What follows belongs to an exercise in optimizing a design on an open flow for small area, a short achievable clock period and few clock cycles; a production flow would make more cautious choices.
Where RTL was checked, it was by simulation tests only, not by an equivalence proof against the original.
For run 1, only the layout was checked, not whether the RTL still works.

==> flow/design.v <==
module sqdist (
    input  [31:0] pn,    
    input  [31:0] c,
    output [17:0] d
);
    wire w1 = c[0] ^ pn[0];
    wire w2 = c[0] & pn[0];
    wire w3, w4;
    kfa f5 (.a(c[1]), .b(pn[1]), .c(w2), .s(w3), .co(w4));
    wire w6, w7;
    kfa f8 (.a(c[2]), .b(pn[2]), .c(w4), .s(w6), .co(w7));
    wire w9, w10;
    kfa f11 (.a(c[3]), .b(pn[3]), .c(w7), .s(w9), .co(w10));
    wire w12, w13;
    kfa f14 (.a(c[4]), .b(pn[4]), .c(w10), .s(w12), .co(w13));
    wire w15, w16;
    kfa f17 (.a(c[5]), .b(pn[5]), .c(w13), .s(w15), .co(w16));
    wire w18, w19;
    kfa f20 (.a(c[6]), .b(pn[6]), .c(w16), .s(w18), .co(w19));
    wire w21, w22;
    kfa f23 (.a(c[7]), .b(pn[7]), .c(w19), .s(w21), .co(w22));
    wire w24 = c[7] ^ pn[7] ^ w22;
    wire w25 = ~w1;
    wire w26 = ~w3;
    wire w27 = ~w6;
    wire w28 = ~w9;
    wire w29 = ~w12;
    wire w30 = ~w15;
    wire w31 = ~w18;
    wire w32 = ~w21;
    wire w33 = ~w24;
    wire w34 = ~(w1 | w3);
    wire w35 = ~(w1 | w6);
    wire w36 = ~(w1 | w9);
    wire w37 = ~(w1 | w12);
    wire w38 = ~(w1 | w15);
    wire w39 = ~(w1 | w18);
    wire w40 = ~(w1 | w21);
    wire w41 = ~(w3 | w6);
    wire w42 = ~(w3 | w9);
    wire w43 = ~(w3 | w12);
    wire w44 = ~(w3 | w15);
    wire w45 = ~(w3 | w18);
    wire w46 = ~(w3 | w21);
    wire w47 = ~(w6 | w9);
    wire w48 = ~(w6 | w12);
    wire w49 = ~(w6 | w15);
    wire w50 = ~(w6 | w18);
    wire w51 = ~(w6 | w21);
    wire w52 = ~(w9 | w12);
    wire w53 = ~(w9 | w15);
    wire w54 = ~(w9 | w18);
    wire w55 = ~(w9 | w21);
    wire w56 = ~(w12 | w15);
    wire w57 = ~(w12 | w18);
    wire w58 = ~(w12 | w21);
    wire w59 = ~(w15 | w18);
    wire w60 = ~(w15 | w21);
    wire w61 = ~(w18 | w21);
    wire w62 = ~(w33 & w25);
    wire w63 = ~(w33 & w26);
    wire w64 = ~(w33 & w27);
    wire w65 = ~(w33 & w28);
    wire w66 = ~(w33 & w29);
    wire w67 = ~(w33 & w30);
    wire w68 = ~(w33 & w31);
    wire w69 = ~(w33 & w32);
    wire w70 = c[8] ^ pn[8];
    wire w71 = c[8] & pn[8];
    wire w72, w73;
    kfa f74 (.a(c[9]), .b(pn[9]), .c(w71), .s(w72), .co(w73));
    wire w75, w76;
    kfa f77 (.a(c[10]), .b(pn[10]), .c(w73), .s(w75), .co(w76));
    wire w78, w79;
    kfa f80 (.a(c[11]), .b(pn[11]), .c(w76), .s(w78), .co(w79));
    wire w81, w82;
    kfa f83 (.a(c[12]), .b(pn[12]), .c(w79), .s(w81), .co(w82));
    wire w84, w85;
    kfa f86 (.a(c[13]), .b(pn[13]), .c(w82), .s(w84), .co(w85));
    wire w87, w88;
    kfa f89 (.a(c[14]), .b(pn[14]), .c(w85), .s(w87), .co(w88));
    wire w90, w91;
    kfa f92 (.a(c[15]), .b(pn[15]), .c(w88), .s(w90), .co(w91));
    wire w93 = c[15] ^ pn[15] ^ w91;
    wire w94 = ~w70;
    wire w95 = ~w72;
    wire w96 = ~w75;
    wire w97 = ~w78;
    wire w98 = ~w81;
    wire w99 = ~w84;
    wire w100 = ~w87;
    wire w101 = ~w90;
    wire w102 = ~w93;
    wire w103 = ~(w70 | w72);
    wire w104 = ~(w70 | w75);
    wire w105 = ~(w70 | w78);
    wire w106 = ~(w70 | w81);
    wire w107 = ~(w70 | w84);
    wire w108 = ~(w70 | w87);
    wire w109 = ~(w70 | w90);
    wire w110 = ~(w72 | w75);
    wire w111 = ~(w72 | w78);
    wire w112 = ~(w72 | w81);
    wire w113 = ~(w72 | w84);
    wire w114 = ~(w72 | w87);
    wire w115 = ~(w72 | w90);
    wire w116 = ~(w75 | w78);
    wire w117 = ~(w75 | w81);
    wire w118 = ~(w75 | w84);
    wire w119 = ~(w75 | w87);
    wire w120 = ~(w75 | w90);
    wire w121 = ~(w78 | w81);
    wire w122 = ~(w78 | w84);
    wire w123 = ~(w78 | w87);
    wire w124 = ~(w78 | w90);
    wire w125 = ~(w81 | w84);
    wire w126 = ~(w81 | w87);
    wire w127 = ~(w81 | w90);
    wire w128 = ~(w84 | w87);
    wire w129 = ~(w84 | w90);
    wire w130 = ~(w87 | w90);
    wire w131 = ~(w102 & w94);
    wire w132 = ~(w102 & w95);
    wire w133 = ~(w102 & w96);
    wire w134 = ~(w102 & w97);
    wire w135 = ~(w102 & w98);
    wire w136 = ~(w102 & w99);
    wire w137 = ~(w102 & w100);
    wire w138 = ~(w102 & w101);
    wire w139 = c[16] ^ pn[16];
    wire w140 = c[16] & pn[16];
    wire w141, w142;
    kfa f143 (.a(c[17]), .b(pn[17]), .c(w140), .s(w141), .co(w142));
    wire w144, w145;
    kfa f146 (.a(c[18]), .b(pn[18]), .c(w142), .s(w144), .co(w145));
    wire w147, w148;
    kfa f149 (.a(c[19]), .b(pn[19]), .c(w145), .s(w147), .co(w148));
    wire w150, w151;
    kfa f152 (.a(c[20]), .b(pn[20]), .c(w148), .s(w150), .co(w151));
    wire w153, w154;
    kfa f155 (.a(c[21]), .b(pn[21]), .c(w151), .s(w153), .co(w154));
    wire w156, w157;
    kfa f158 (.a(c[22]), .b(pn[22]), .c(w154), .s(w156), .co(w157));
    wire w159, w160;
    kfa f161 (.a(c[23]), .b(pn[23]), .c(w157), .s(w159), .co(w160));
    wire w162 = c[23] ^ pn[23] ^ w160;
    wire w163 = ~w139;
    wire w164 = ~w141;
    wire w165 = ~w144;
    wire w166 = ~w147;
    wire w167 = ~w150;
    wire w168 = ~w153;
    wire w169 = ~w156;
    wire w170 = ~w159;
    wire w171 = ~w162;
    wire w172 = ~(w139 | w141);
    wire w173 = ~(w139 | w144);
    wire w174 = ~(w139 | w147);
    wire w175 = ~(w139 | w150);
    wire w176 = ~(w139 | w153);
    wire w177 = ~(w139 | w156);
    wire w178 = ~(w139 | w159);
    wire w179 = ~(w141 | w144);
    wire w180 = ~(w141 | w147);
    wire w181 = ~(w141 | w150);
    wire w182 = ~(w141 | w153);
    wire w183 = ~(w141 | w156);
    wire w184 = ~(w141 | w159);
    wire w185 = ~(w144 | w147);
    wire w186 = ~(w144 | w150);
    wire w187 = ~(w144 | w153);
    wire w188 = ~(w144 | w156);
    wire w189 = ~(w144 | w159);
    wire w190 = ~(w147 | w150);
    wire w191 = ~(w147 | w153);
    wire w192 = ~(w147 | w156);
    wire w193 = ~(w147 | w159);
    wire w194 = ~(w150 | w153);
    wire w195 = ~(w150 | w156);
    wire w196 = ~(w150 | w159);
    wire w197 = ~(w153 | w156);
    wire w198 = ~(w153 | w159);
    wire w199 = ~(w156 | w159);
    wire w200 = ~(w171 & w163);
    wire w201 = ~(w171 & w164);
    wire w202 = ~(w171 & w165);
    wire w203 = ~(w171 & w166);
    wire w204 = ~(w171 & w167);
    wire w205 = ~(w171 & w168);
    wire w206 = ~(w171 & w169);
    wire w207 = ~(w171 & w170);
    wire w208 = c[24] ^ pn[24];
    wire w209 = c[24] & pn[24];
    wire w210, w211;
    kfa f212 (.a(c[25]), .b(pn[25]), .c(w209), .s(w210), .co(w211));
    wire w213, w214;
    kfa f215 (.a(c[26]), .b(pn[26]), .c(w211), .s(w213), .co(w214));
    wire w216, w217;
    kfa f218 (.a(c[27]), .b(pn[27]), .c(w214), .s(w216), .co(w217));
    wire w219, w220;
    kfa f221 (.a(c[28]), .b(pn[28]), .c(w217), .s(w219), .co(w220));
    wire w222, w223;
    kfa f224 (.a(c[29]), .b(pn[29]), .c(w220), .s(w222), .co(w223));
    wire w225, w226;
    kfa f227 (.a(c[30]), .b(pn[30]), .c(w223), .s(w225), .co(w226));
    wire w228, w229;
    kfa f230 (.a(c[31]), .b(pn[31]), .c(w226), .s(w228), .co(w229));
    wire w231 = c[31] ^ pn[31] ^ w229;
    wire w232 = ~w208;
    wire w233 = ~w210;
    wire w234 = ~w213;
    wire w235 = ~w216;
    wire w236 = ~w219;
    wire w237 = ~w222;
    wire w238 = ~w225;
    wire w239 = ~w228;
    wire w240 = ~w231;
    wire w241 = ~(w208 | w210);
    wire w242 = ~(w208 | w213);
    wire w243 = ~(w208 | w216);
    wire w244 = ~(w208 | w219);
    wire w245 = ~(w208 | w222);
    wire w246 = ~(w208 | w225);
    wire w247 = ~(w208 | w228);
    wire w248 = ~(w210 | w213);
    wire w249 = ~(w210 | w216);
    wire w250 = ~(w210 | w219);
    wire w251 = ~(w210 | w222);
    wire w252 = ~(w210 | w225);
    wire w253 = ~(w210 | w228);
    wire w254 = ~(w213 | w216);
    wire w255 = ~(w213 | w219);
    wire w256 = ~(w213 | w222);
    wire w257 = ~(w213 | w225);
    wire w258 = ~(w213 | w228);
    wire w259 = ~(w216 | w219);
    wire w260 = ~(w216 | w222);
    wire w261 = ~(w216 | w225);
    wire w262 = ~(w216 | w228);
    wire w263 = ~(w219 | w222);
    wire w264 = ~(w219 | w225);
    wire w265 = ~(w219 | w228);
    wire w266 = ~(w222 | w225);
    wire w267 = ~(w222 | w228);
    wire w268 = ~(w225 | w228);
    wire w269 = ~(w240 & w232);
    wire w270 = ~(w240 & w233);
    wire w271 = ~(w240 & w234);
    wire w272 = ~(w240 & w235);
    wire w273 = ~(w240 & w236);
    wire w274 = ~(w240 & w237);
    wire w275 = ~(w240 & w238);
    wire w276 = ~(w240 & w239);
    wire w277, w278;
    kfa f279 (.a(w25), .b(w94), .c(w163), .s(w277), .co(w278));
    wire w280, w281;
    kfa f282 (.a(w26), .b(w95), .c(w164), .s(w280), .co(w281));
    wire w283, w284;
    kfa f285 (.a(w233), .b(w34), .c(w103), .s(w283), .co(w284));
    wire w286, w287;
    kfa f288 (.a(w172), .b(w241), .c(w280), .s(w286), .co(w287));
    wire w289, w290;
    kfa f291 (.a(w281), .b(w284), .c(w35), .s(w289), .co(w290));
    wire w292, w293;
    kfa f294 (.a(w104), .b(w173), .c(w242), .s(w292), .co(w293));
    wire w295, w296;
    kfa f297 (.a(w287), .b(w289), .c(w292), .s(w295), .co(w296));
    wire w298, w299;
    kfa f300 (.a(w27), .b(w96), .c(w165), .s(w298), .co(w299));
    wire w301, w302;
    kfa f303 (.a(w234), .b(w41), .c(w110), .s(w301), .co(w302));
    wire w304, w305;
    kfa f306 (.a(w179), .b(w248), .c(w36), .s(w304), .co(w305));
    wire w307, w308;
    kfa f309 (.a(w105), .b(w174), .c(w243), .s(w307), .co(w308));
    wire w310, w311;
    kfa f312 (.a(w290), .b(w293), .c(w298), .s(w310), .co(w311));
    wire w313, w314;
    kfa f315 (.a(w301), .b(w296), .c(w304), .s(w313), .co(w314));
    wire w316, w317;
    kfa f318 (.a(w307), .b(w310), .c(w313), .s(w316), .co(w317));
    wire w319, w320;
    kfa f321 (.a(w299), .b(w42), .c(w111), .s(w319), .co(w320));
    wire w322, w323;
    kfa f324 (.a(w180), .b(w249), .c(w302), .s(w322), .co(w323));
    wire w325, w326;
    kfa f327 (.a(w37), .b(w106), .c(w175), .s(w325), .co(w326));
    wire w328, w329;
    kfa f330 (.a(w244), .b(w305), .c(w308), .s(w328), .co(w329));
    wire w331, w332;
    kfa f333 (.a(w311), .b(w319), .c(w322), .s(w331), .co(w332));
    wire w334, w335;
    kfa f336 (.a(w314), .b(w325), .c(w328), .s(w334), .co(w335));
    wire w337, w338;
    kfa f339 (.a(w331), .b(w317), .c(w334), .s(w337), .co(w338));
    wire w340, w341;
    kfa f342 (.a(w28), .b(w97), .c(w166), .s(w340), .co(w341));
    wire w343, w344;
    kfa f345 (.a(w235), .b(w47), .c(w116), .s(w343), .co(w344));
    wire w346, w347;
    kfa f348 (.a(w185), .b(w254), .c(w43), .s(w346), .co(w347));
    wire w349, w350;
    kfa f351 (.a(w112), .b(w181), .c(w250), .s(w349), .co(w350));
    wire w352, w353;
    kfa f354 (.a(w320), .b(w323), .c(w340), .s(w352), .co(w353));
    wire w355, w356;
    kfa f357 (.a(w343), .b(w38), .c(w107), .s(w355), .co(w356));
    wire w358, w359;
    kfa f360 (.a(w176), .b(w245), .c(w326), .s(w358), .co(w359));
    wire w361, w362;
    kfa f363 (.a(w329), .b(w332), .c(w346), .s(w361), .co(w362));
    wire w364, w365;
    kfa f366 (.a(w349), .b(w352), .c(w335), .s(w364), .co(w365));
    wire w367, w368;
    kfa f369 (.a(w355), .b(w358), .c(w361), .s(w367), .co(w368));
    wire w370, w371;
    kfa f372 (.a(w338), .b(w364), .c(w367), .s(w370), .co(w371));
    wire w373, w374;
    kfa f375 (.a(w341), .b(w48), .c(w117), .s(w373), .co(w374));
    wire w376, w377;
    kfa f378 (.a(w186), .b(w255), .c(w344), .s(w376), .co(w377));
    wire w379, w380;
    kfa f381 (.a(w44), .b(w113), .c(w182), .s(w379), .co(w380));
    wire w382, w383;
    kfa f384 (.a(w251), .b(w347), .c(w350), .s(w382), .co(w383));
    wire w385, w386;
    kfa f387 (.a(w353), .b(w373), .c(w376), .s(w385), .co(w386));
    wire w388, w389;
    kfa f390 (.a(w39), .b(w108), .c(w177), .s(w388), .co(w389));
    wire w391, w392;
    kfa f393 (.a(w246), .b(w356), .c(w359), .s(w391), .co(w392));
    wire w394, w395;
    kfa f396 (.a(w362), .b(w379), .c(w382), .s(w394), .co(w395));
    wire w397, w398;
    kfa f399 (.a(w385), .b(w365), .c(w388), .s(w397), .co(w398));
    wire w400, w401;
    kfa f402 (.a(w391), .b(w368), .c(w394), .s(w400), .co(w401));
    wire w403, w404;
    kfa f405 (.a(w397), .b(w371), .c(w400), .s(w403), .co(w404));
    wire w406, w407;
    kfa f408 (.a(w29), .b(w98), .c(w167), .s(w406), .co(w407));
    wire w409, w410;
    kfa f411 (.a(w236), .b(w52), .c(w121), .s(w409), .co(w410));
    wire w412, w413;
    kfa f414 (.a(w190), .b(w259), .c(w49), .s(w412), .co(w413));
    wire w415, w416;
    kfa f417 (.a(w118), .b(w187), .c(w256), .s(w415), .co(w416));
    wire w418, w419;
    kfa f420 (.a(w374), .b(w377), .c(w406), .s(w418), .co(w419));
    wire w421, w422;
    kfa f423 (.a(w409), .b(w45), .c(w114), .s(w421), .co(w422));
    wire w424, w425;
    kfa f426 (.a(w183), .b(w252), .c(w380), .s(w424), .co(w425));
    wire w427, w428;
    kfa f429 (.a(w383), .b(w386), .c(w412), .s(w427), .co(w428));
    wire w430, w431;
    kfa f432 (.a(w415), .b(w418), .c(w40), .s(w430), .co(w431));
    wire w433, w434;
    kfa f435 (.a(w109), .b(w178), .c(w247), .s(w433), .co(w434));
    wire w436, w437;
    kfa f438 (.a(w389), .b(w392), .c(w395), .s(w436), .co(w437));
    wire w439, w440;
    kfa f441 (.a(w421), .b(w424), .c(w427), .s(w439), .co(w440));
    wire w442, w443;
    kfa f444 (.a(w398), .b(w430), .c(w433), .s(w442), .co(w443));
    wire w445, w446;
    kfa f447 (.a(w401), .b(w436), .c(w439), .s(w445), .co(w446));
    wire w448, w449;
    kfa f450 (.a(w442), .b(w404), .c(w445), .s(w448), .co(w449));
    wire w451, w452;
    kfa f453 (.a(w407), .b(w53), .c(w122), .s(w451), .co(w452));
    wire w454, w455;
    kfa f456 (.a(w191), .b(w260), .c(w410), .s(w454), .co(w455));
    wire w457, w458;
    kfa f459 (.a(w50), .b(w119), .c(w188), .s(w457), .co(w458));
    wire w460, w461;
    kfa f462 (.a(w257), .b(w413), .c(w416), .s(w460), .co(w461));
    wire w463, w464;
    kfa f465 (.a(w419), .b(w451), .c(w454), .s(w463), .co(w464));
    wire w466, w467;
    kfa f468 (.a(w46), .b(w115), .c(w184), .s(w466), .co(w467));
    wire w469, w470;
    kfa f471 (.a(w253), .b(w422), .c(w425), .s(w469), .co(w470));
    wire w472, w473;
    kfa f474 (.a(w428), .b(w457), .c(w460), .s(w472), .co(w473));
    wire w475, w476;
    kfa f477 (.a(w463), .b(w431), .c(w434), .s(w475), .co(w476));
    wire w478, w479;
    kfa f480 (.a(w437), .b(w466), .c(w469), .s(w478), .co(w479));
    wire w481, w482;
    kfa f483 (.a(w62), .b(w131), .c(w200), .s(w481), .co(w482));
    wire w484, w485;
    kfa f486 (.a(w269), .b(w440), .c(w472), .s(w484), .co(w485));
    wire w487, w488;
    kfa f489 (.a(w475), .b(w443), .c(w478), .s(w487), .co(w488));
    wire w490, w491;
    kfa f492 (.a(w481), .b(w484), .c(w446), .s(w490), .co(w491));
    wire w493, w494;
    kfa f495 (.a(w487), .b(w449), .c(w490), .s(w493), .co(w494));
    wire w496, w497;
    kfa f498 (.a(w30), .b(w99), .c(w168), .s(w496), .co(w497));
    wire w499, w500;
    kfa f501 (.a(w237), .b(w56), .c(w125), .s(w499), .co(w500));
    wire w502, w503;
    kfa f504 (.a(w194), .b(w263), .c(w54), .s(w502), .co(w503));
    wire w505, w506;
    kfa f507 (.a(w123), .b(w192), .c(w261), .s(w505), .co(w506));
    wire w508, w509;
    kfa f510 (.a(w452), .b(w455), .c(w496), .s(w508), .co(w509));
    wire w511, w512;
    kfa f513 (.a(w499), .b(w51), .c(w120), .s(w511), .co(w512));
    wire w514, w515;
    kfa f516 (.a(w189), .b(w258), .c(w458), .s(w514), .co(w515));
    wire w517, w518;
    kfa f519 (.a(w461), .b(w464), .c(w502), .s(w517), .co(w518));
    wire w520, w521;
    kfa f522 (.a(w505), .b(w508), .c(w467), .s(w520), .co(w521));
    wire w523, w524;
    kfa f525 (.a(w470), .b(w473), .c(w511), .s(w523), .co(w524));
    wire w526, w527;
    kfa f528 (.a(w514), .b(w63), .c(w132), .s(w526), .co(w527));
    wire w529, w530;
    kfa f531 (.a(w201), .b(w270), .c(w517), .s(w529), .co(w530));
    wire w532, w533;
    kfa f534 (.a(w476), .b(w520), .c(w479), .s(w532), .co(w533));
    wire w535, w536;
    kfa f537 (.a(w482), .b(w485), .c(w523), .s(w535), .co(w536));
    wire w538, w539;
    kfa f540 (.a(w526), .b(w529), .c(w488), .s(w538), .co(w539));
    wire w541, w542;
    kfa f543 (.a(w532), .b(w535), .c(w491), .s(w541), .co(w542));
    wire w544, w545;
    kfa f546 (.a(w538), .b(w494), .c(w541), .s(w544), .co(w545));
    wire w547, w548;
    kfa f549 (.a(1'b1), .b(w497), .c(w57), .s(w547), .co(w548));
    wire w550, w551;
    kfa f552 (.a(w126), .b(w195), .c(w264), .s(w550), .co(w551));
    wire w553, w554;
    kfa f555 (.a(w500), .b(w55), .c(w124), .s(w553), .co(w554));
    wire w556, w557;
    kfa f558 (.a(w193), .b(w262), .c(w503), .s(w556), .co(w557));
    wire w559, w560;
    kfa f561 (.a(w506), .b(w509), .c(w547), .s(w559), .co(w560));
    wire w562, w563;
    kfa f564 (.a(w550), .b(w512), .c(w515), .s(w562), .co(w563));
    wire w565, w566;
    kfa f567 (.a(w518), .b(w553), .c(w556), .s(w565), .co(w566));
    wire w568, w569;
    kfa f570 (.a(w64), .b(w133), .c(w202), .s(w568), .co(w569));
    wire w571, w572;
    kfa f573 (.a(w271), .b(w559), .c(w521), .s(w571), .co(w572));
    wire w574, w575;
    kfa f576 (.a(w562), .b(w524), .c(w527), .s(w574), .co(w575));
    wire w577, w578;
    kfa f579 (.a(w530), .b(w565), .c(w568), .s(w577), .co(w578));
    wire w580, w581;
    kfa f582 (.a(w571), .b(w533), .c(w536), .s(w580), .co(w581));
    wire w583, w584;
    kfa f585 (.a(w574), .b(w577), .c(w539), .s(w583), .co(w584));
    wire w586, w587;
    kfa f588 (.a(w580), .b(w542), .c(w583), .s(w586), .co(w587));
    wire w589, w590;
    kfa f591 (.a(w31), .b(w100), .c(w169), .s(w589), .co(w590));
    wire w592, w593;
    kfa f594 (.a(w238), .b(w59), .c(w128), .s(w592), .co(w593));
    wire w595, w596;
    kfa f597 (.a(w197), .b(w266), .c(w58), .s(w595), .co(w596));
    wire w598, w599;
    kfa f600 (.a(w127), .b(w196), .c(w265), .s(w598), .co(w599));
    wire w601, w602;
    kfa f603 (.a(w548), .b(w551), .c(w589), .s(w601), .co(w602));
    wire w604, w605;
    kfa f606 (.a(w592), .b(w554), .c(w557), .s(w604), .co(w605));
    wire w607, w608;
    kfa f609 (.a(w560), .b(w595), .c(w598), .s(w607), .co(w608));
    wire w610, w611;
    kfa f612 (.a(w601), .b(w65), .c(w134), .s(w610), .co(w611));
    wire w613, w614;
    kfa f615 (.a(w203), .b(w272), .c(w563), .s(w613), .co(w614));
    wire w616, w617;
    kfa f618 (.a(w604), .b(w566), .c(w569), .s(w616), .co(w617));
    wire w619, w620;
    kfa f621 (.a(w607), .b(w610), .c(w572), .s(w619), .co(w620));
    wire w622, w623;
    kfa f624 (.a(w613), .b(w575), .c(w578), .s(w622), .co(w623));
    wire w625, w626;
    kfa f627 (.a(w616), .b(w619), .c(w581), .s(w625), .co(w626));
    wire w628, w629;
    kfa f630 (.a(w622), .b(w584), .c(w625), .s(w628), .co(w629));
    wire w631, w632;
    kfa f633 (.a(w590), .b(w60), .c(w129), .s(w631), .co(w632));
    wire w634, w635;
    kfa f636 (.a(w198), .b(w267), .c(w593), .s(w634), .co(w635));
    wire w637, w638;
    kfa f639 (.a(w596), .b(w599), .c(w602), .s(w637), .co(w638));
    wire w640, w641;
    kfa f642 (.a(w631), .b(w634), .c(w66), .s(w640), .co(w641));
    wire w643, w644;
    kfa f645 (.a(w135), .b(w204), .c(w273), .s(w643), .co(w644));
    wire w646, w647;
    kfa f648 (.a(w605), .b(w637), .c(w608), .s(w646), .co(w647));
    wire w649, w650;
    kfa f651 (.a(w611), .b(w640), .c(w643), .s(w649), .co(w650));
    wire w652, w653;
    kfa f654 (.a(w614), .b(w617), .c(w646), .s(w652), .co(w653));
    wire w655, w656;
    kfa f657 (.a(w649), .b(w620), .c(w623), .s(w655), .co(w656));
    wire w658, w659;
    kfa f660 (.a(w652), .b(w626), .c(w655), .s(w658), .co(w659));
    wire w661, w662;
    kfa f663 (.a(w32), .b(w101), .c(w170), .s(w661), .co(w662));
    wire w664, w665;
    kfa f666 (.a(w239), .b(w61), .c(w130), .s(w664), .co(w665));
    wire w667, w668;
    kfa f669 (.a(w199), .b(w268), .c(w632), .s(w667), .co(w668));
    wire w670, w671;
    kfa f672 (.a(w635), .b(w661), .c(w664), .s(w670), .co(w671));
    wire w673, w674;
    kfa f675 (.a(w67), .b(w136), .c(w205), .s(w673), .co(w674));
    wire w676, w677;
    kfa f678 (.a(w274), .b(w638), .c(w667), .s(w676), .co(w677));
    wire w679, w680;
    kfa f681 (.a(w641), .b(w644), .c(w670), .s(w679), .co(w680));
    wire w682, w683;
    kfa f684 (.a(w673), .b(w647), .c(w676), .s(w682), .co(w683));
    wire w685, w686;
    kfa f687 (.a(w650), .b(w679), .c(w653), .s(w685), .co(w686));
    wire w688, w689;
    kfa f690 (.a(w682), .b(w656), .c(w685), .s(w688), .co(w689));
    wire w691, w692;
    kfa f693 (.a(w662), .b(w665), .c(w68), .s(w691), .co(w692));
    wire w694, w695;
    kfa f696 (.a(w137), .b(w206), .c(w275), .s(w694), .co(w695));
    wire w697, w698;
    kfa f699 (.a(w668), .b(w671), .c(w674), .s(w697), .co(w698));
    wire w700, w701;
    kfa f702 (.a(w691), .b(w694), .c(w677), .s(w700), .co(w701));
    wire w703, w704;
    kfa f705 (.a(w680), .b(w697), .c(w683), .s(w703), .co(w704));
    wire w706, w707;
    kfa f708 (.a(w700), .b(w686), .c(w703), .s(w706), .co(w707));
    wire w709, w710;
    kfa f711 (.a(w33), .b(w102), .c(w171), .s(w709), .co(w710));
    wire w712, w713;
    kfa f714 (.a(w240), .b(w69), .c(w138), .s(w712), .co(w713));
    wire w715, w716;
    kfa f717 (.a(w207), .b(w276), .c(w709), .s(w715), .co(w716));
    wire w718, w719;
    kfa f720 (.a(w692), .b(w695), .c(w712), .s(w718), .co(w719));
    wire w721, w722;
    kfa f723 (.a(w715), .b(w698), .c(w718), .s(w721), .co(w722));
    wire w724, w725;
    kfa f726 (.a(w701), .b(w721), .c(w704), .s(w724), .co(w725));
    wire w727, w728;
    kfa f729 (.a(w710), .b(w713), .c(w716), .s(w727), .co(w728));
    wire w730, w731;
    kfa f732 (.a(w719), .b(w727), .c(w722), .s(w730), .co(w731));
    wire [17:0] ra = {w725, w707, w689, w659, w629, w587, w545, w544, w493, w448, w403, w370, w337, w316, w295, w283, w278, w232};
    wire [17:0] rb = {w730, w724, w706, w688, w658, w628, w586, 1'b0, 1'b0, 1'b0, 1'b0, 1'b0, 1'b0, 1'b0, 1'b0, w286, 1'b0, w277};
    assign d = ra + rb;
endmodule
module kfa (input a, input b, input c, output s, output co);
    assign s = a ^ b ^ c;
    assign co = (a & b) | (a & c) | (b & c);
endmodule
module kha (input a, input b, output s, output co);
    assign s = a ^ b;
    assign co = a & b;
endmodule
module kmeans_top #
(
    parameter K = 8,
    parameter D = 4,
    parameter W = 8,
    parameter N = 128
)
(
    input clk,
    input rst,
    input start,
    input signed [D*W-1:0] point_flat,
    input signed [K*D*W-1:0] init_centroid_flat,
    output done,
    output [6:0] point_addr,
    output signed [K*D*W-1:0] final_centroid_flat
);
    localparam PASS_LEN = 140;    
    reg        run;        
    reg        done_r;
    reg        conv_q;     
    reg [7:0]  t;          
    wire idle = ~run & ~done_r;
    wire load = idle & start;
    reg [K*D*W-1:0] cen;   
    assign final_centroid_flat = cen;
    assign done = done_r;
    assign point_addr = t[6:0];
    reg [31:0] p0;
    reg        v1;         
    always @(posedge clk) p0 <= point_flat;
    wire [31:0] pn = ~p0;
    wire [17:0] dst [0:K-1];
    genvar gk, gd;
    generate for (gk = 0; gk < K; gk = gk + 1) begin : g_dist
        sqdist u_sq (.pn(pn), .c(cen[gk*32 +: 32]), .d(dst[gk]));
    end endgenerate
    reg [17:0] dq [0:K-1];
    reg [31:0] p1;
    reg        v2;
    integer i;
    always @(posedge clk) begin
        for (i = 0; i < K; i = i + 1) dq[i] <= dst[i];
        p1 <= p0;
    end
    wire        c1a = dq[1] < dq[0];
    wire        c1b = dq[3] < dq[2];
    wire        c1c = dq[5] < dq[4];
    wire        c1d = dq[7] < dq[6];
    wire [17:0] m1a = c1a ? dq[1] : dq[0];
    wire [17:0] m1b = c1b ? dq[3] : dq[2];
    wire [17:0] m1c = c1c ? dq[5] : dq[4];
    wire [17:0] m1d = c1d ? dq[7] : dq[6];
    wire        c2a = m1b < m1a;
    wire        c2b = m1d < m1c;
    wire [17:0] m2a = c2a ? m1b : m1a;
    wire [17:0] m2b = c2b ? m1d : m1c;
    wire [1:0]  i2a = c2a ? {1'b1, c1b} : {1'b0, c1a};
    wire [1:0]  i2b = c2b ? {1'b1, c1d} : {1'b0, c1c};
    wire        c3  = m2b < m2a;
    wire [2:0]  best = c3 ? {1'b1, i2b} : {1'b0, i2a};
    reg  [2:0]  rsel;
    reg  [K-1:0] roh;      
    reg  [31:0] p2;
    reg         v3;
    reg         drv;       
    always @(posedge clk) begin
        rsel <= v2 ? best : (t[2:0] - 3'd2);    
        roh  <= {{K-1{1'b0}}, 1'b1} << (v2 ? best : (t[2:0] - 3'd2));
        p2 <= p1;
    end
    integer d;
    reg [14:0]  sum [0:K-1][0:D-1];
    reg [6:0]   m   [0:K-1];
    reg [K-1:0] fresh;
    wire [K-1:0] rsg = roh & ~fresh;
    reg  [14:0] rs [0:D-1];
    reg  [6:0]  rm;
    integer rk;
    always @(*) begin
        for (d = 0; d < D; d = d + 1) begin
            rs[d] = 15'd0;
            for (rk = 0; rk < K; rk = rk + 1)
                rs[d] = rs[d] | (sum[rk][d] & {15{rsg[rk]}});
        end
        rm = 7'd0;
        for (rk = 0; rk < K; rk = rk + 1)
            rm = rm | (m[rk] & {7{rsg[rk]}});
    end
    wire       rf = |(roh & fresh);
    wire [14:0] acc [0:D-1];
    genvar ga;
    generate for (gd = 0; gd < D; gd = gd + 1) begin : g_acc
        wire [14:0] x  = rs[gd];
        wire [7:0]  pu = {~p2[gd*8+7], p2[gd*8 +: 7]};
        wire [15:0] k;
        kha u_h0 (.a(x[0]), .b(pu[0]), .s(acc[gd][0]), .co(k[1]));
        for (ga = 1; ga < 8; ga = ga + 1) begin : g_lo
            kfa u_fa (.a(x[ga]), .b(pu[ga]), .c(k[ga]), .s(acc[gd][ga]), .co(k[ga+1]));
        end
        for (ga = 8; ga < 15; ga = ga + 1) begin : g_hi
            kha u_ha (.a(x[ga]), .b(k[ga]), .s(acc[gd][ga]), .co(k[ga+1]));
        end
        assign k[0] = 1'b0;
    end endgenerate
    always @(posedge clk) begin
        for (rk = 0; rk < K; rk = rk + 1)
            if (v3 && roh[rk]) begin
                for (d = 0; d < D; d = d + 1)
                    sum[rk][d] <= acc[d];
                m[rk] <= rf ? 7'd0 : rm + 7'd1;
            end
    end
    localparam [7:0] FASTMASK = 8'b00001011;
    reg [14:0] da [0:D-1];
    reg [6:0]  dam;
    reg        dae;        
    reg        dav;
    reg [2:0]  daj;
    reg [14:0] db [0:D-1];
    reg [6:0]  dbm;
    reg        dbe;
    reg        dbv;
    reg [2:0]  dbj;
    wire [14:0] dq_out [0:D-1];    
    genvar gs, gb;
    generate for (gd = 0; gd < D; gd = gd + 1) begin : g_div
        wire [14:0] ch [0:8];      
        assign ch[0] = rs[gd];
        for (gs = 0; gs < 8; gs = gs + 1) begin : g_step
            wire [14:0] r  = (gs == 3) ? da[gd] : (gs == 6) ? db[gd] : ch[gs];
            wire [6:0]  mn = (gs < 3) ? ~rm : (gs < 6) ? ~dam : ~dbm;    
            wire [7:0]  tt = r[14:7];                                    
            wire [6:0]  df;        
            wire        q;         
            if (FASTMASK[gs]) begin : g_fast
                wire [8:0] sm = {1'b0, tt} + {2'b01, mn};
                assign df = sm[6:0];
                assign q  = sm[8];
            end else begin : g_ripple
                wire [7:0] k;
                assign df[0] = tt[0] ^ mn[0];
                assign k[1]  = tt[0] & mn[0];
                for (gb = 1; gb < 7; gb = gb + 1) begin : g_b
                    kfa u_fa (.a(tt[gb]), .b(mn[gb]), .c(k[gb]), .s(df[gb]), .co(k[gb+1]));
                end
                assign k[0] = 1'b0;
                assign q = tt[7] | k[7];
            end
            assign ch[gs+1] = q ? {df, r[6:0], 1'b1} : {r[13:7], r[6:0], 1'b0};
        end
        assign dq_out[gd] = ch[8];
        always @(posedge clk) begin
            da[gd] <= ch[3];
            db[gd] <= ch[6];
        end
    end endgenerate
    always @(posedge clk) begin
        dam <= rm;  dae <= rf;  daj <= rsel;
        dbm <= dam; dbe <= dae; dbj <= daj;
    end
    wire [31:0] c0 = cen[31:0];
    reg  [31:0] cin;
    always @(*) begin : g_dc
        reg [7:0] q;
        for (d = 0; d < D; d = d + 1) begin
            q = dq_out[d][7:0];    
            cin[d*8 +: 8] = dbe ? c0[d*8 +: 8]
                          : {~q[7], q[6:0]} + {7'd0, ~q[7] & (dq_out[d][14:8] != 7'd0)};
        end
    end
    reg  chg;              
    wire cmp_now = (cin != c0);
    wire last_shift = dbv & (dbj == 3'd7);
    wire [K*D*W-1:0] cen_x = ({cin, cen[K*D*W-1:32]} & {K*D*W{dbv}})
                           | (cen & {K*D*W{~dbv}});
    always @(posedge clk)
        cen <= (init_centroid_flat & {K*D*W{load}})
             | (cen_x & {K*D*W{~load}});
    always @(posedge clk) begin
        if (rst) begin
            run <= 1'b0; done_r <= 1'b0; conv_q <= 1'b0; t <= 8'd0;
            v1 <= 1'b0; v2 <= 1'b0; v3 <= 1'b0; drv <= 1'b0; dav <= 1'b0; dbv <= 1'b0;
        end else begin
            done_r <= 1'b0;
            conv_q <= run & last_shift & ~(chg | cmp_now);
            if (load) begin
                run <= 1'b1; t <= 8'd0;
                v1 <= 1'b0; v2 <= 1'b0; v3 <= 1'b0; drv <= 1'b0; dav <= 1'b0; dbv <= 1'b0;
            end else if (run) begin
                if (conv_q) begin
                    run <= 1'b0; done_r <= 1'b1;
                    v1 <= 1'b0; v2 <= 1'b0; v3 <= 1'b0; drv <= 1'b0; dav <= 1'b0; dbv <= 1'b0;
                end else begin
                    t   <= (t == PASS_LEN-1) ? 8'd0 : t + 8'd1;
                    v1  <= (t < 128);
                    v2  <= v1;
                    v3  <= v2;
                    drv <= (t >= 130) & (t <= 137);
                    dav <= drv;
                    dbv <= dav;
                end
            end
        end
    end
    always @(posedge clk) begin
        if (run && t == 0) fresh <= {K{1'b1}};
        else if (v3) fresh <= fresh & ~roh;
        if (dbv) chg <= (dbj == 3'd0) ? cmp_now : (chg | cmp_now);
    end
endmodule
==> flow/flow/run.sh <==
#!/bin/bash
# Layout flow: the standard synthesis unchanged, then the standard
# layout steps, with
#  - the timing repair asked to leave SETUP_SLACK_MARGIN ns of setup slack,
#    i.e. to aim at a shorter period than the constraint's 40 ns;
#  - small port buffers (every port still gets its own buffer);
#  - clock tree synthesis without dummy loads.
set -euo pipefail
MARGIN=30.6
CTS="-sink_clustering_enable -repair_clock_nets -dont_use_dummy_load -sink_clustering_size 24 -sink_clustering_max_diameter 120"
bash standard.sh synth > synth.log 2>&1
sed "s|CLKGATE_MAP_FILE= |CLKGATE_MAP_FILE= SETUP_SLACK_MARGIN=$MARGIN 'BUFFER_PORTS_ARGS=-buffer_cell sky130_fd_sc_hd__buf_1' 'CTS_ARGS=$CTS' |" standard.sh > layout.sh
bash layout.sh > layout.log 2>&1
==> flow/standard.sh <==
#!/bin/bash
# synth_recipe.tcl (not shown) runs the flow's synth.tcl, then flattens the netlist and writes it again
# the make line also repeats each setting of config.mk as NAME=value (left out here)
make -C /OpenROAD-flow-scripts/flow DESIGN_CONFIG=/design/flow/config.mk WORK_HOME=/design/flow/orfs CLKGATE_MAP_FILE= SYNTH_SCRIPT=/design/flow/synth_recipe.tcl "${@:-finish}"
==> flow/config.mk <==
export PLATFORM = sky130hd
export DESIGN_NAME = kmeans_top
export DESIGN_NICKNAME = kmeans_top
export VERILOG_FILES = /design/flow/design.v
export SDC_FILE = /design/flow/constraint.sdc
export NUM_CORES = 8
export LEC_CHECK = 0
export ABC_CLOCK_PERIOD_IN_PS = 9000
export CAP_MARGIN = 20
export CORE_MARGIN = 2
export CORE_UTILIZATION = 65
export PLACE_DENSITY = 0.85
export SLEW_MARGIN = 20
export SYNTH_HIERARCHICAL = 1
==> flow/constraint.sdc <==
create_clock -name core_clock -period 40.0 [get_ports {clk}]
set_input_delay 8.0000 -clock core_clock [delete_from_list [all_inputs] [get_ports {clk}]]
set_output_delay 8.0000 -clock core_clock [all_outputs]
set_load 0.01 [all_outputs]
==> flow_summary.html, run 1 <==
<table>
<tr><th>Metric</th><th>Value</th></tr>
<tr><th colspan="2">Status</th></tr>
<tr><td>Run status</td><td>timing/DRC/antenna clean</td></tr>
<tr><th colspan="2">Worst setup path</th></tr>
<tr><td>Count of buffer and inverter cells on the critical path</td><td>1</td></tr>
<tr><td>Critical Path RT</td><td>32000 ps</td></tr>
<tr><td>Cell type group with the largest total delay on the critical path</td><td>flip-flops</td></tr>
<tr><td>Count of cells along the worst register-to-register path</td><td>32</td></tr>
<tr><td>Type of the setup path with the least slack</td><td>flop to output port</td></tr>
<tr><td>Setup crit start kind</td><td>flop</td></tr>
<tr><td>Endpoint arrival time on the critical path</td><td>1610 ps</td></tr>
<tr><td>Maximum fanout encountered on the critical timing path</td><td>2</td></tr>
<tr><td>Stage delay of the slowest cell on the critical path</td><td>700 ps</td></tr>
<tr><td>R2r setup slk</td><td>30690 ps</td></tr>
<tr><td>Slowest stage cell on the critical path</td><td>sky130_fd_sc_hd__edfxtp_1</td></tr>
<tr><td>Nature of the critical path endpoint</td><td>output port</td></tr>
<tr><td>RR Endpoint</td><td>da[2][11]$_DFF_P_</td></tr>
<tr><td>FF-to-FF Start</td><td>roh[1]$_SDFF_PP0_</td></tr>
<tr><td>Cell breakdown of the critical path</td><td>buf_1</td></tr>
<tr><th colspan="2">Placed design</th></tr>
<tr><td>Port Buffers</td><td>554</td></tr>
<tr><td>DP HPWL</td><td>235000 µm</td></tr>
<tr><td>Global placement routability congestion</td><td>1.01</td></tr>
<tr><td>Area of placed instances</td><td>98000 µm²</td></tr>
<tr><th colspan="2">Global route</th></tr>
<tr><td>Global route overflow</td><td>0</td></tr>
<tr><td>Antenna violations before repair</td><td>31</td></tr>
<tr><td>GRT Total Usage</td><td>0.449</td></tr>
<tr><td>Via count of the first global-routing pass</td><td>70800</td></tr>
<tr><td>First-pass GRT wire length</td><td>471000 µm</td></tr>
<tr><td>Maximum number of pins on one net before global-route repair</td><td>127</td></tr>
<tr><th colspan="2">Timing</th></tr>
<tr><td>Number of hold violations in the final report</td><td>0</td></tr>
<tr><td>Setup violation total in the final timing report</td><td>0</td></tr>
<tr><td>Maximum achievable frequency</td><td>104 MHz</td></tr>
<tr><td>Fin Hold WS</td><td>305 ps</td></tr>
<tr><td>Clock Skew</td><td>79.6 ps</td></tr>
<tr><td>Worst rel slew slack</td><td>0.142</td></tr>
<tr><td>Total Neg Setup Slack</td><td>0 ps</td></tr>
<tr><td>Setup repair after global routing missed its margin</td><td>true</td></tr>
<tr><td>Minimum clock period</td><td>9610 ps</td></tr>
<tr><td>Final worst-path cycle share</td><td>0.240</td></tr>
<tr><td>Measured slew at the worst slew-check pin</td><td>1280 ps</td></tr>
<tr><td>Slew Limit Fails</td><td>0</td></tr>
<tr><th colspan="2">Layout</th></tr>
<tr><td>Number of fill cells in the layout</td><td>9519</td></tr>
<tr><td>Share of final-layout standard cells stronger than drive strength 1</td><td>0.113</td></tr>
<tr><td>Net total in the final layout</td><td>10900</td></tr>
<tr><td>Final core utilization</td><td>0.721</td></tr>
<tr><td>Synthesis-to-finish area growth</td><td>10.0%</td></tr>
<tr><td>Area of all placed cells without fillers</td><td>104000 µm²</td></tr>
<tr><th colspan="2">Logic synthesis</th></tr>
<tr><td>Ys Warns</td><td>19</td></tr>
<tr><td>Area share of the leading cell type in the synthesized netlist</td><td>0.340</td></tr>
<tr><td>Syn Inst Count</td><td>7939</td></tr>
<tr><td>Distinct cell type count after synthesis</td><td>95</td></tr>
<tr><td>Async SR Flop Fraction</td><td>0</td></tr>
<tr><td>Most area-hungry cell type in the Yosys netlist</td><td>sky130_fd_sc_hd__fa_1</td></tr>
<tr><td>Post-synthesis net count</td><td>10200</td></tr>
<tr><td>Cell area after technology mapping</td><td>94300 µm²</td></tr>
<tr><td>Most frequent cell after synthesis</td><td>sky130_fd_sc_hd__fa_1</td></tr>
<tr><td>Most common flop cell mapped by yosys</td><td>sky130_fd_sc_hd__edfxtp_1</td></tr>
<tr><td>Share of the yosys chip area belonging to registers</td><td>0.341</td></tr>
<tr><td>Post-synth EDFFs</td><td>793</td></tr>
<tr><td>Top cells by area in the synthesized netlist</td><td>sky130_fd_sc_hd__fa_1 34%, sky130_fd_sc_hd__edfxtp_1 25%, sky130_fd_sc_hd__dfxtp_1 8.9%</td></tr>
<tr><td>Top cells by instance count after synthesis</td><td>1600 x sky130_fd_sc_hd__fa_1, 1058 x sky130_fd_sc_hd__nor2_1, 852 x sky130_fd_sc_hd__nand2_1, 793 x sky130_fd_sc_hd__edfxtp_1, 455 x sky130_fd_sc_hd__inv_1</td></tr>
<tr><td>Average cell area after synthesis</td><td>11.9 µm²</td></tr>
<tr><td>Synth Register Bits</td><td>1211</td></tr>
<tr><th colspan="2">Routing</th></tr>
<tr><td>Via count</td><td>70700</td></tr>
<tr><td>Remaining DRCs</td><td>0</td></tr>
<tr><td>Detailed Route WL</td><td>334000 µm</td></tr>
<tr><td>Remaining number of nets flagged by the antenna check after routing</td><td>0</td></tr>
<tr><td>Detail-routed via count per cell</td><td>6.71</td></tr>
<tr><td>Detailed router's first-iteration violation count</td><td>10200</td></tr>
<tr><td>Average routed wire per standard cell</td><td>31.7 µm</td></tr>
<tr><td>Drt first pass iters</td><td>9</td></tr>
<tr><th colspan="2">Job</th></tr>
<tr><td>Maximum capacitance violations</td><td>0</td></tr>
<tr><th colspan="2">Min path</th></tr>
<tr><td>Worst hold path type</td><td>flop to flop</td></tr>
<tr><td>Hold Startpoint</td><td>daj[0]$_DFF_P_</td></tr>
<tr><td>Worst hold endpoint</td><td>dbj[0]$_DFF_P_</td></tr>
<tr><td>Instance count along the most critical hold path</td><td>0</td></tr>
<tr><th colspan="2">Clocking</th></tr>
<tr><td>Buffers from clock root to sink, at most</td><td>3</td></tr>
<tr><td>CTS tree</td><td>built</td></tr>
<tr><td>Sinks on Clock Net</td><td>1211</td></tr>
<tr><td>H-Tree Level Count</td><td>2</td></tr>
<tr><td>Number of clock buffers inserted by TritonCTS</td><td>60</td></tr>
<tr><td>Hold-fix buffers at CTS</td><td>0</td></tr>
<tr><td>Clock Pin Slew Worst Setup and Hold Paths</td><td>90 ps</td></tr>
<tr><td>Buffer type at the clock tree root</td><td>sky130_fd_sc_hd__clkbuf_16</td></tr>
<tr><td>Worst-Skew Late Latency</td><td>760 ps</td></tr>
<tr><th colspan="2">Floorplan</th></tr>
<tr><td>Height of the die</td><td>385 µm</td></tr>
<tr><td>Placeable core region</td><td>144000 µm²</td></tr>
<tr><td>Die area</td><td>148000 µm²</td></tr>
<tr><td>Cell row count</td><td>139</td></tr>
<tr><td>Starting density of the core</td><td>0.655</td></tr>
<tr><td>Count of pins on the block boundary</td><td>555</td></tr>
<tr><td>Horiz. Die Dim</td><td>385 µm</td></tr>
</table>
[cells by family after synthesis]
logic type                 synth area share
other                              0.000319
DFF                                   0.341
xor gates and xnor gates             0.0280
buffers and inverters                0.0365
and+or+nand+nor                       0.106
adders and majority gates             0.389
AOI/OAI and AO/OA                    0.0735
muxes                                0.0248
[layer usage]
metal  GRT usage  share of wire  routed length [µm]  vias up
met5      0.0335         0.0035                1160        -
met4       0.285          0.078               26000       51
met3       0.245           0.18               60500     1462
met2       0.612           0.41              138000     6291
met1       0.551           0.33              109000    35200
li1            -              -                   -    27800
[through the flow]
stage	std cells	setup WS (ps)
final	10500	30390
after global routing	10500	30370
after CTS	10400	30450
after detailed placement	10100	28820
after global placement	10100	28960
after floorplan	7939	28900
[cells in the final DEF (no fill, tap or decap), types with 101 or more instances in the layout]
master and n:
sky130_fd_sc_hd__edfxtp_1 793, sky130_fd_sc_hd__inv_1 444, sky130_fd_sc_hd__buf_1 488, sky130_fd_sc_hd__dfxtp_1 408, sky130_fd_sc_hd__nand2_1 848, sky130_fd_sc_hd__xnor2_1 182
sky130_fd_sc_hd__nand4_1 101, sky130_fd_sc_hd__a22oi_1 261, sky130_fd_sc_hd__ha_1 370, sky130_fd_sc_hd__mux2_2 157, sky130_fd_sc_hd__a21oi_1 170, sky130_fd_sc_hd__o21ai_0 363
sky130_fd_sc_hd__fa_1 1598, sky130_fd_sc_hd__buf_4 412, sky130_fd_sc_hd__nor2_1 1054, sky130_fd_sc_hd__xor2_1 107
[per-module statistics from Yosys, one instance, submodules excluded]
module	copies in the design	flops+latches
kfa	1588	0
sqdist	8	0
kmeans_top	1	1211
kha	32	0
[final cells by class]
cell class                      count  area, µm²  area share
Antenna cell                       27       67.6    0.000651
Clock buffer                       60       1500      0.0145
Inverter                          459       1750      0.0168
Multi-Input combinational cell   5832      59000       0.569
Sequential cell                  1211      32200       0.310
Tap cell                         1903       2380      0.0230
Timing Repair Buffer             1044       6810      0.0656
[worst max path at each step]
stage | from | endpoint | slack (ps) | depth (start not counted)
5_1_grt | flop | final_centroid_flat[210] | 30370 | 1
3_5_place_dp | start | flop | 28820 | 6
2_1_floorplan | start | flop | 28900 | 5
4_1_cts | flop | final_centroid_flat[28] | 30450 | 2
3_3_place_gp | start | flop | 28960 | 6
6_report | flop | final_centroid_flat[209] | 30390 | 1
[what timing repair did]
action / in CTS / in global routing
gates resized for setup: 204 / 115
endpoints found under the setup margin: 669 / 167
buffers inserted: 273 / 100
pin swaps: 6 / 16
cloned: 3 / 0
==> inputs of run 2 (changes only) <==
--- a/flow/design.v
+++ b/flow/design.v
@@ -742,9 +742,10 @@
     wire cmp_now = (cin != c0);
     wire last_shift = dbv & (dbj == 3'd7);
-    wire [K*D*W-1:0] cen_x = ({cin, cen[K*D*W-1:32]} & {K*D*W{dbv}})
-                           | (cen & {K*D*W{~dbv}});
+    wire cen_sh   = dbv & ~load;
+    wire cen_hold = ~load & ~dbv;
     always @(posedge clk)
         cen <= (init_centroid_flat & {K*D*W{load}})
-             | (cen_x & {K*D*W{~load}});
+             | ({cin, cen[K*D*W-1:32]} & {K*D*W{cen_sh}})
+             | (cen & {K*D*W{cen_hold}});
     always @(posedge clk) begin
         if (rst) begin
--- a/flow/flow/run.sh
+++ b/flow/flow/run.sh
@@ -7,5 +7,5 @@
 #  - clock tree synthesis without dummy loads.
 set -euo pipefail
-MARGIN=30.6
+MARGIN=30.75
 CTS="-sink_clustering_enable -repair_clock_nets -dont_use_dummy_load -sink_clustering_size 24 -sink_clustering_max_diameter 120"
 bash standard.sh synth > synth.log 2>&1
==> run 2 against run 1 <==
Compared with the run above: still clean; non-clock buffer count decreased by 38; final area increased by 0.46%; flip-flop and latch count unchanged; register-to-register slack got worse by 90 ps; cell count about the same; fmax increased by 1.5%; critical endpoint is now final_centroid_flat[192]; largest cell class unchanged.
==> flow_summary.html, run 2 <==
<table>
<tr><th>Metric</th><th>Value</th></tr>
<tr><th colspan="2">Placed design</th></tr>
<tr><td>Port Buffers</td><td>554</td></tr>
<tr><td>Worst Setup Slack post-DPL</td><td>28730 ps</td></tr>
<tr><td>DP HPWL</td><td>252000 µm</td></tr>
<tr><td>Global placement routability congestion</td><td>1.03</td></tr>
<tr><th colspan="2">Worst setup path</th></tr>
<tr><td>Cell breakdown of the critical path</td><td>buf_6</td></tr>
<tr><td>Count of buffer and inverter cells on the critical path</td><td>1</td></tr>
<tr><td>FF-to-FF Start</td><td>roh[4]$_SDFF_PN0_</td></tr>
<tr><td>Endpoint arrival time on the critical path</td><td>1470 ps</td></tr>
<tr><td>Stage delay of the slowest cell on the critical path</td><td>540 ps</td></tr>
<tr><td>Count of cells along the worst register-to-register path</td><td>31</td></tr>
<tr><td>Critical Path RT</td><td>32000 ps</td></tr>
<tr><td>Setup crit start kind</td><td>flop</td></tr>
<tr><td>Cell type group with the largest total delay on the critical path</td><td>flip-flops</td></tr>
<tr><td>Slowest stage cell on the critical path</td><td>sky130_fd_sc_hd__dfxtp_4</td></tr>
<tr><td>Nature of the critical path endpoint</td><td>output port</td></tr>
<tr><td>Total stage count of the critical path</td><td>1</td></tr>
<tr><td>Maximum fanout encountered on the critical timing path</td><td>3</td></tr>
<tr><td>Start point of the critical path</td><td>cen[192]$_DFF_P_</td></tr>
<tr><td>Type of the setup path with the least slack</td><td>flop to output port</td></tr>
<tr><th colspan="2">Logic synthesis</th></tr>
<tr><td>Cell area after technology mapping</td><td>93400 µm²</td></tr>
<tr><td>Most frequent cell after synthesis</td><td>sky130_fd_sc_hd__fa_1</td></tr>
<tr><td>Async SR Flop Fraction</td><td>0</td></tr>
<tr><td>Syn Inst Count</td><td>7963</td></tr>
<tr><td>Share of the yosys chip area belonging to registers</td><td>0.317</td></tr>
<tr><td>Most area-hungry cell type in the Yosys netlist</td><td>sky130_fd_sc_hd__fa_1</td></tr>
<tr><td>Area share of the leading cell type in the synthesized netlist</td><td>0.343</td></tr>
<tr><td>Top cells by instance count after synthesis</td><td>1600 x sky130_fd_sc_hd__fa_1, 1064 x sky130_fd_sc_hd__nor2_1, 674 x sky130_fd_sc_hd__dfxtp_1, 618 x sky130_fd_sc_hd__nand2_1, 537 x sky130_fd_sc_hd__edfxtp_1</td></tr>
<tr><td>Post-synthesis net count</td><td>10200</td></tr>
<tr><td>Synth Register Bits</td><td>1211</td></tr>
<tr><td>Distinct cell type count after synthesis</td><td>94</td></tr>
<tr><td>Post-synth EDFFs</td><td>537</td></tr>
<tr><td>Top cells by area in the synthesized netlist</td><td>sky130_fd_sc_hd__fa_1 34%, sky130_fd_sc_hd__edfxtp_1 17%, sky130_fd_sc_hd__dfxtp_1 14%</td></tr>
<tr><td>Most common flop cell mapped by yosys</td><td>sky130_fd_sc_hd__dfxtp_1</td></tr>
<tr><td>Average cell area after synthesis</td><td>11.7 µm²</td></tr>
<tr><td>Ys Warns</td><td>19</td></tr>
<tr><th colspan="2">Floorplan</th></tr>
<tr><td>Count of pins on the block boundary</td><td>555</td></tr>
<tr><td>Height of the die</td><td>383 µm</td></tr>
<tr><td>Die area</td><td>147000 µm²</td></tr>
<tr><td>Starting density of the core</td><td>0.652</td></tr>
<tr><td>Placeable core region</td><td>143000 µm²</td></tr>
<tr><td>Cell row count</td><td>139</td></tr>
<tr><td>Horiz. Die Dim</td><td>383 µm</td></tr>
<tr><th colspan="2">Min path</th></tr>
<tr><td>Worst hold path type</td><td>flop to flop</td></tr>
<tr><td>Instance count along the most critical hold path</td><td>0</td></tr>
<tr><td>Hold Startpoint</td><td>p1[14]$_DFF_P_</td></tr>
<tr><th colspan="2">Clocking</th></tr>
<tr><td>H-Tree Level Count</td><td>2</td></tr>
<tr><td>Buffer type at the clock tree root</td><td>sky130_fd_sc_hd__clkbuf_16</td></tr>
<tr><td>Clock Pin Slew Worst Setup and Hold Paths</td><td>100 ps</td></tr>
<tr><td>Buffers from clock root to sink, at most</td><td>3</td></tr>
<tr><td>Worst-Skew Late Latency</td><td>780 ps</td></tr>
<tr><td>Sinks on Clock Net</td><td>1211</td></tr>
<tr><td>CTS tree</td><td>built</td></tr>
<tr><td>Hold-fix buffers at CTS</td><td>0</td></tr>
<tr><td>Number of clock buffers inserted by TritonCTS</td><td>60</td></tr>
<tr><th colspan="2">Timing</th></tr>
<tr><td>Clock Skew</td><td>154 ps</td></tr>
<tr><td>Measured slew at the worst slew-check pin</td><td>1220 ps</td></tr>
<tr><td>Setup violation total in the final timing report</td><td>0</td></tr>
<tr><td>Minimum clock period</td><td>9470 ps</td></tr>
<tr><td>Total Neg Setup Slack</td><td>0 ps</td></tr>
<tr><td>Maximum achievable frequency</td><td>106 MHz</td></tr>
<tr><td>Slew Limit Fails</td><td>0</td></tr>
<tr><td>Number of hold violations in the final report</td><td>0</td></tr>
<tr><td>Worst rel slew slack</td><td>0.185</td></tr>
<tr><td>Setup repair after global routing missed its margin</td><td>true</td></tr>
<tr><td>Final critical-path setup slack</td><td>30530 ps</td></tr>
<tr><td>Final worst-path cycle share</td><td>0.237</td></tr>
<tr><td>Fin Hold WS</td><td>329 ps</td></tr>
<tr><th colspan="2">Layout</th></tr>
<tr><td>Synthesis-to-finish area growth</td><td>11.6%</td></tr>
<tr><td>Number of flip-flops in the largest register</td><td>480</td></tr>
<tr><td>Top library cells by usage in the layout, fill and taps aside</td><td>1571 x sky130_fd_sc_hd__fa_1, 1059 x sky130_fd_sc_hd__nor2_1, 614 x sky130_fd_sc_hd__nand2_1</td></tr>
<tr><td>Share of final-layout standard cells stronger than drive strength 1</td><td>0.163</td></tr>
<tr><td>Register ranked first by flip-flop count</td><td>sum</td></tr>
<tr><td>Most common library cell in the layout ignoring fill and taps</td><td>sky130_fd_sc_hd__fa_1</td></tr>
<tr><td>Net total in the final layout</td><td>10900</td></tr>
<tr><td>Biggest registers after layout</td><td>sum: 480 flops, cen: 256 flops, dq: 144 flops</td></tr>
<tr><th colspan="2">Routing</th></tr>
<tr><td>Via count</td><td>70800</td></tr>
<tr><td>Detail-routed via count per cell</td><td>6.71</td></tr>
<tr><td>Average routed wire per standard cell</td><td>33.4 µm</td></tr>
<tr><td>Remaining DRCs</td><td>0</td></tr>
<tr><td>Remaining number of nets flagged by the antenna check after routing</td><td>0</td></tr>
<tr><td>Detailed Route WL</td><td>352000 µm</td></tr>
<tr><td>Drt first pass iters</td><td>13</td></tr>
<tr><td>Detailed router's first-iteration violation count</td><td>8603</td></tr>
<tr><th colspan="2">Global route</th></tr>
<tr><td>Via count of the first global-routing pass</td><td>71400</td></tr>
<tr><td>Maximum number of pins on one net before global-route repair</td><td>136</td></tr>
<tr><td>GRT Total Usage</td><td>0.478</td></tr>
<tr><td>First-pass GRT wire length</td><td>495000 µm</td></tr>
<tr><td>Global route overflow</td><td>0</td></tr>
<tr><td>Antenna violations before repair</td><td>36</td></tr>
<tr><th colspan="2">Job</th></tr>
<tr><td>Maximum capacitance violations</td><td>0</td></tr>
<tr><th colspan="2">Status</th></tr>
<tr><td>Run status</td><td>timing/DRC/antenna clean</td></tr>
</table>
-- run 2: cell type report --
| class | count | area [µm²] |
|---|---|---|
| Multi-Input combinational cell | 5840 | 60800 |
| Fill cell | 9353 | 38900 |
| Sequential cell | 1211 | 30400 |
| Timing Repair Buffer | 1006 | 7160 |
| Tap cell | 1903 | 2380 |
| Inverter | 482 | 1850 |
| Clock buffer | 60 | 1500 |
| Antenna cell | 42 | 105 |
-- run 2: path summary, 6_finish.rpt --
check,endpoint,slack (ps)
setup / recovery,final_centroid_flat[192],30530
hold / removal,p2[14]$_DFF_P_,330
setup reg to reg,da[2][13]$_DFF_P_,30600
hold reg to reg,p2[14]$_DFF_P_,330
-- run 2: cells by family (layout without fill, tap and decap cells) --
logic type      Yosys count  after routing  share of synthesized area
buf+inv                 916           1548                     0.0377
mux                     487            487                     0.0548
fa+ha+maj              1974           1974                      0.393
other cells               8             50                   0.000322
simple gates           2043           2047                     0.0973
compound gates         1018           1018                     0.0708
flops                  1211           1211                      0.317
xor+xnor                306            306                     0.0287
-- run 2: modules after synthesis, one instance, submodules excluded --
module | flops+latches | times used
kfa | 0 | 1588
kha | 0 | 32
kmeans_top | 1211 | 1
sqdist | 0 | 8
-- run 2: repair_timing --
| item | CTS | global route |
|---|---|---|
| gates resized for setup | 919 | 151 |
| pin swaps | 5 | 30 |
| endpoints found under the hold margin | 0 | 0 |
| buffers inserted | 197 | 97 |
| endpoints found under the setup margin | 522 | 263 |
| cloned | 3 | 2 |
-- run 2: per-layer routing --
layer  share of wire  wire (µm)  up-vias  global-route usage
met2            0.41     144000     5976               0.652
met5          0.0044       1550        -              0.0493
li1                -          -    27800                   -
met3            0.18      61800     1653               0.273
met1            0.32     113000    35300               0.560
met4           0.092      32300       50               0.343
-- run 2: metrics by stage --
stage                     std cells  utilization  area, µm²
after floorplan                7963            -      93400
after detailed placement      10100        0.681      97400
after global routing          10500        0.727     104000
final                         10500        0.728     104000
after global placement        10100        0.681      97400
after CTS                     10400        0.718     103000
-- run 2: worst register-to-register path: cells and delay by family (launching register included) --
| kind | cells | cell delay [ps] |
|---|---|---|
| AND/OR/NAND/NOR | 5 | 1070 |
| buffers and inverters | 3 | 490 |
| multiplexers | 3 | 1150 |
| adder cells (fa/ha/maj) | 9 | 3660 |
| flip-flops | 1 | 380 |
| AO/OA/AOI/OAI | 11 | 2590 |
Testbench counts of run 2, summed over its fixed seeds: cycles 132,252.
==> inputs of run 3 (changes only) <==
--- a/flow/flow/run.sh
+++ b/flow/flow/run.sh
@@ -7,5 +7,5 @@
 #  - clock tree synthesis without dummy loads.
 set -euo pipefail
-MARGIN=30.75
+MARGIN=30.45
 CTS="-sink_clustering_enable -repair_clock_nets -dont_use_dummy_load -sink_clustering_size 24 -sink_clustering_max_diameter 120"
 bash standard.sh synth > synth.log 2>&1
==> run 3 against run 2 <==
Compared with the run above: critical endpoint is now final_centroid_flat[234]; routed wire length shrank 6.9%; clock skew fell by 27 ps; die area did not move; global-route usage fell by 2.6 points; count of clock-buffer cells in the layout up 6; fmax fell by 1.0%; first-iteration DRC count increased by 5.0%; worst setup slack worse by 100 ps; register-to-register slack worse by 80 ps; flip-flop and latch count unchanged.
==> flow_summary.html, run 3 <==
<table>
<tr><th>Metric</th><th>Value</th></tr>
<tr><th colspan="2">Global route</th></tr>
<tr><td>Antenna violations before repair</td><td>25</td></tr>
<tr><td>Maximum number of pins on one net before global-route repair</td><td>140</td></tr>
<tr><td>Via count of the first global-routing pass</td><td>70400</td></tr>
<tr><td>GRT Total Usage</td><td>0.452</td></tr>
<tr><th colspan="2">Logic synthesis</th></tr>
<tr><td>Cell area after technology mapping</td><td>93400 µm²</td></tr>
<tr><td>Most area-hungry cell type in the Yosys netlist</td><td>sky130_fd_sc_hd__fa_1</td></tr>
<tr><td>Post-synthesis net count</td><td>10200</td></tr>
<tr><td>Most frequent cell after synthesis</td><td>sky130_fd_sc_hd__fa_1</td></tr>
<tr><td>Syn Inst Count</td><td>7963</td></tr>
<tr><td>Share of the yosys chip area belonging to registers</td><td>0.317</td></tr>
<tr><td>Top cells by area in the synthesized netlist</td><td>sky130_fd_sc_hd__fa_1 34%, sky130_fd_sc_hd__edfxtp_1 17%, sky130_fd_sc_hd__dfxtp_1 14%</td></tr>
<tr><th colspan="2">Routing</th></tr>
<tr><td>Average routed wire per standard cell</td><td>31.9 µm</td></tr>
<tr><td>Metal-1 WL</td><td>108000 µm</td></tr>
<tr><td>Met3 routed wirelength</td><td>55300 µm</td></tr>
<tr><td>Detailed router's first-iteration violation count</td><td>9030</td></tr>
<tr><td>Remaining number of nets flagged by the antenna check after routing</td><td>0</td></tr>
<tr><th colspan="2">Worst setup path</th></tr>
<tr><td>Type of the setup path with the least slack</td><td>flop to output port</td></tr>
<tr><th colspan="2">Placed design</th></tr>
<tr><td>DP HPWL</td><td>250000 µm</td></tr>
<tr><td>Placed cell count</td><td>10100</td></tr>
<tr><th colspan="2">Clocking</th></tr>
<tr><td>Worst-Skew Late Latency</td><td>750 ps</td></tr>
<tr><th colspan="2">Status</th></tr>
<tr><td>Run status</td><td>timing/DRC/antenna clean</td></tr>
<tr><th colspan="2">Layout</th></tr>
<tr><td>Top library cells by usage in the layout, fill and taps aside</td><td>1599 x sky130_fd_sc_hd__fa_1, 1059 x sky130_fd_sc_hd__nor2_1, 617 x sky130_fd_sc_hd__dfxtp_1</td></tr>
<tr><td>Biggest registers after layout</td><td>sum: 480 flops, cen: 256 flops, dq: 144 flops</td></tr>
<tr><td>Number of fill cells in the layout</td><td>9991</td></tr>
<tr><td>Share of final-layout standard cells stronger than drive strength 1</td><td>0.0814</td></tr>
<tr><th colspan="2">Min path</th></tr>
<tr><td>Hold Startpoint</td><td>p1[9]$_DFF_P_</td></tr>
<tr><th colspan="2">Timing</th></tr>
<tr><td>Slew Limit Fails</td><td>0</td></tr>
<tr><th colspan="2">Floorplan</th></tr>
<tr><td>Height of the die</td><td>383 µm</td></tr>
<tr><td>Placeable core region</td><td>143000 µm²</td></tr>
</table>
run 3: changes by cell type in the layout (fill, tap and decap cells not counted), sizes merged:
cell | before | now
and2b | 4 | 3
clkbuf | 75 | 67
buf | 991 | 768
clkinvlp | 9 | 8
inv | 469 | 471
and2 | 23 | 22
diode | 42 | 16
run 3: metal layers:
layer / up-vias / global-route usage
li1: 27200 / -
met1: 34100 / 0.548
met2: 5362 / 0.627
met3: 1358 / 0.230
met4: 22 / 0.310
met5: - / 0.00331
run 3: worst paths after layout:
kind	endpoint	cells past startpoint	slack [ps]
setup reg to reg	dq[1][16]$_DFF_P_	23	30520
hold / removal	p2[9]$_DFF_P_	0	290
hold reg to reg	p2[9]$_DFF_P_	0	290
setup / recovery	final_centroid_flat[234]	1	30430
run 3: cell type report:
cell class                 count  area, µm²  share of cell area
timing repair inverter         1       5.00           0.0000500
inverter                     482       1840              0.0183
sequential                  1211      29700               0.297
antenna                       16       40.0            0.000400
multi-input combinational   5838      60600               0.605
timing repair buffer         769       3890              0.0389
clock buffer                  66       1650              0.0165
tap                         1903       2380              0.0238
run 3: repair_timing:
action,4_1_cts,5_1_grt
gates resized for setup,88,65
endpoints found under the setup margin,202,240
hold buffers,0,0
setup buffers,14,40
gates cloned,2,1
pin swaps,5,11
run 3: through the flow:
stage | util | worst slack, ps | hold slack (ps)
after floorplan | - | 30460 | 310
after global placement | 0.680 | 28650 | 310
after detailed placement | 0.681 | 28520 | 313
after CTS | 0.694 | 30450 | 278
after global routing | 0.699 | 30340 | 290
final | 0.699 | 30430 | 285
run 3: kinds of logic after synthesis:
| family | synth area share |
|---|---|
| flip-flops | 0.317 |
| AND/OR/NAND/NOR | 0.0973 |
| AO/OA/AOI/OAI | 0.0708 |
| adder cells (fa/ha/maj) | 0.393 |
| buffers and inverters | 0.0377 |
| XOR/XNOR | 0.0287 |
| multiplexers | 0.0548 |
| other | 0.000322 |
run 3: Yosys stat by module, one instance, submodules excluded:
module	flip-flops and latches	cell area, µm²	cells inside
kmeans_top	1211	49700	4087
kfa	0	20.0	1
kha	0	12.5	1
sqdist	0	1430	282

==> afterwards: timing with drivers on the ports <==
In the flow no input, the clock included, has a driving cell. The finished layouts below were timed again as built, in two steps.
Step 1, drivers: a clkbuf_16 drives clk and a buf_2 each remaining input, both assumed.
Step 2 adds t to the input delays and takes it off the output delays; t is the mean of the earliest and latest rising clock arrival at the registers after step 1. Input paths then give back, and output paths get back, about the clock's delay inside the block.
Three values: ideal ports, drivers, drivers and shift; two values: the first two.
run	t, ns	slack for setup (ns)	clock arrival spread, ns
run 1	0.803	30.389 / 30.307 / 29.963	0.088 / 0.089
run 2	0.798	30.527 / 30.436 / 30.057	0.155 / 0.155
run 3	0.773	30.427 / 30.336 / 29.787	0.142 / 0.142
After both steps every run listed still meets setup and hold. The setup slack of run 3, which loses most, moves by -0.091 ns with the drivers and by -0.640 ns with both steps.
